This design comes from an exercise in tuning for small area on the open sky130 flow, not from production work. The RTL was checked by simulation tests, not by an equivalence proof against the original design. Power figures rest on the tool's default switching activity, not on a simulated workload.

onyx:
==> flow/design.v (excerpt) <==
module tv80n(m1_n, mreq_n, iorq_n, rd_n, wr_n, rfsh_n, halt_n, busak_n, A, dout, pc, reset_n, clk, wait_n, int_n, nmi_n, busrq_n, di);
export LEC_CHECK = 0
export CAP_MARGIN = 20
export CORE_MARGIN = 2
export CORE_UTILIZATION = 40
export GPL_TIMING_DRIVEN = 0
export SLEW_MARGIN = 20
create_clock -name core_clock -period 12.0 [get_ports {clk}]
standard.sh (not shown) runs the stock make flow with config.mk's settings and CLKGATE_MAP_FILE= SYNTH_SCRIPT=/design/flow/synth_recipe.tcl, a recipe that flattens the netlist after the stock synthesis.
==> flow/flow/run.sh <==
#!/bin/bash
# Own layout flow: the standard ORFS flow (standard.sh) with three changes
#  1. synthesis: the standard synthesis script, except that ABC maps the logic with
#     flow/nf.abc (&nf, area-oriented) instead of ORFS's abc script; flip-flops are
#     mapped by the standard dfflibmap step, so the registers are the standard ones
#  2. port buffers use sky130_fd_sc_hd__buf_1 (every port still gets its buffer)
#  3. CTS: clkbuf_8 leaf clusters of at most 12 sinks, no dummy loads
# Each step's full output goes to a log file in the work folder.
set -euo pipefail
W=$(pwd)
{
  cat <<'TCL'
proc abc {args} {
  set i [lsearch -exact $args -script]
  if {$i >= 0} { lset args [expr {$i + 1}] $::env(MY_ABC_SCRIPT) }
  yosys abc {*}$args
}
TCL
  cat "$W/synth_recipe.tcl"
} > "$W/own_synth.tcl"
export MY_ABC_SCRIPT="$W/flow/nf.abc"
bash "$W/standard.sh" "SYNTH_SCRIPT=$W/own_synth.tcl" synth > "$W/synth.log" 2>&1
bash "$W/standard.sh" "SYNTH_SCRIPT=$W/own_synth.tcl" \
  "BUFFER_PORTS_ARGS=-buffer_cell sky130_fd_sc_hd__buf_1" \
  "CTS_ARGS=-sink_clustering_enable -repair_clock_nets -dont_use_dummy_load -buf_list sky130_fd_sc_hd__clkbuf_8 -sink_clustering_size 12 -sink_clustering_max_diameter 60" \
  finish > "$W/layout.log" 2>&1
==> flow/flow/nf.abc <==
strash
&get -n
&st
&dch
&nf -R 1000
&put
What nickel does differently from onyx at the input level:
- setting CTS_BUF_LIST to sky130_fd_sc_hd__clkbuf_8 for the first time
- setting CTS_CLUSTER_SIZE to 12 for the first time
- removing GPL_TIMING_DRIVEN (formerly 0)
- changing CORE_UTILIZATION from 40 to 50
- setting ABC_AREA to 1 for the first time
- setting CTS_CLUSTER_DIAMETER to 60 for the first time
==> flow/run.sh (new file) <==
#!/bin/bash
# synth_recipe.tcl (not shown) runs the flow's synth.tcl, then flattens the netlist and writes it again
# the make line also repeats each setting of config.mk as NAME=value (left out here)
make -C /OpenROAD-flow-scripts/flow DESIGN_CONFIG=/design/flow/config.mk WORK_HOME=/design/flow/orfs CLKGATE_MAP_FILE= SYNTH_SCRIPT=/design/flow/synth_recipe.tcl finish
removed: flow/flow/run.sh
removed: flow/flow/nf.abc
removed: flow/standard.sh
==> comparison <==
- Delta (nickel minus onyx): maximum ir drop on the vdd rail fell by 0.013 mV; post-synthesis cell area shows an increase of 2400 um2; cell area power density fell about 1%.
- Part of the total power dissipated in combinational logic in nickel vs onyx: up 2.1 points

* * *

Starting RTL as in the previous note.
==> flow/config.mk <==
export PLATFORM = sky130hd
export DESIGN_NAME = tv80n
export DESIGN_NICKNAME = tv80n
export VERILOG_FILES = /design/flow/design.v
export SDC_FILE = /design/flow/constraint.sdc
export NUM_CORES = 4
export LEC_CHECK = 0
export CAP_MARGIN = 20
export CORE_MARGIN = 2
export CORE_UTILIZATION = 70
export SLEW_MARGIN = 20
==> flow/constraint.sdc <==
create_clock -name core_clock -period 12.0 [get_ports {clk}]
set_input_delay 2.4000 -clock core_clock [delete_from_list [all_inputs] [get_ports {clk}]]
set_output_delay 2.4000 -clock core_clock [all_outputs]
set_load 0.01 [all_outputs]
==> flow/flow/run.sh <==
#!/bin/bash
# Own layout flow: the standard ORFS flow (standard.sh) with three changes
#  1. synthesis: the standard synthesis script, except that ABC maps the logic with
#     flow/nf.abc (&nf, area-oriented) instead of ORFS's abc script; flip-flops are
#     mapped by the standard dfflibmap step, so the registers are the standard ones
#  2. port buffers use sky130_fd_sc_hd__buf_1 (every port still gets its buffer)
#  3. CTS: clkbuf_8 leaf clusters of at most 12 sinks, no dummy loads
# Each step's full output goes to a log file in the work folder.
set -euo pipefail
W=$(pwd)
{
  cat <<'TCL'
proc abc {args} {
  set i [lsearch -exact $args -script]
  if {$i >= 0} { lset args [expr {$i + 1}] $::env(MY_ABC_SCRIPT) }
  yosys abc {*}$args
}
TCL
  cat "$W/synth_recipe.tcl"
} > "$W/own_synth.tcl"
export MY_ABC_SCRIPT="$W/flow/nf.abc"
bash "$W/standard.sh" "SYNTH_SCRIPT=$W/own_synth.tcl" synth > "$W/synth.log" 2>&1
bash "$W/standard.sh" "SYNTH_SCRIPT=$W/own_synth.tcl" \
  "BUFFER_PORTS_ARGS=-buffer_cell sky130_fd_sc_hd__buf_1" \
  "CTS_ARGS=-sink_clustering_enable -repair_clock_nets -dont_use_dummy_load -buf_list sky130_fd_sc_hd__clkbuf_8 -sink_clustering_size 12 -sink_clustering_max_diameter 60" \
  finish > "$W/layout.log" 2>&1
==> flow/flow/nf.abc <==
strash
&get -n
&st
&dch
&nf -R 1000
&put
The baseline stopped in global routing, error GRT-0116.
==> next run, changes <==
--- a/flow/flow/run.sh
+++ b/flow/flow/run.sh
@@ -4 +4,2 @@
-#     flow/nf.abc (&nf, area-oriented) instead of ORFS's abc script; flip-flops are
+#     flow/nf.abc (&nf, area-oriented) instead of ORFS's abc script, and adders are
+#     left to ABC (no ADDER_MAP_FILE half/full-adder extraction); flip-flops are
@@ -22,2 +23,2 @@
-bash "$W/standard.sh" "SYNTH_SCRIPT=$W/own_synth.tcl" synth > "$W/synth.log" 2>&1
-bash "$W/standard.sh" "SYNTH_SCRIPT=$W/own_synth.tcl" \
+bash "$W/standard.sh" "SYNTH_SCRIPT=$W/own_synth.tcl" "ADDER_MAP_FILE=" synth > "$W/synth.log" 2>&1
+bash "$W/standard.sh" "SYNTH_SCRIPT=$W/own_synth.tcl" "ADDER_MAP_FILE=" \
CORE_UTILIZATION = 40   (was 70)
GPL_TIMING_DRIVEN = 0   (was unset)
- Now the flow finished clean
- area after synthesis drops by 1.7%
- synthesized cell count climbs by 0.78%
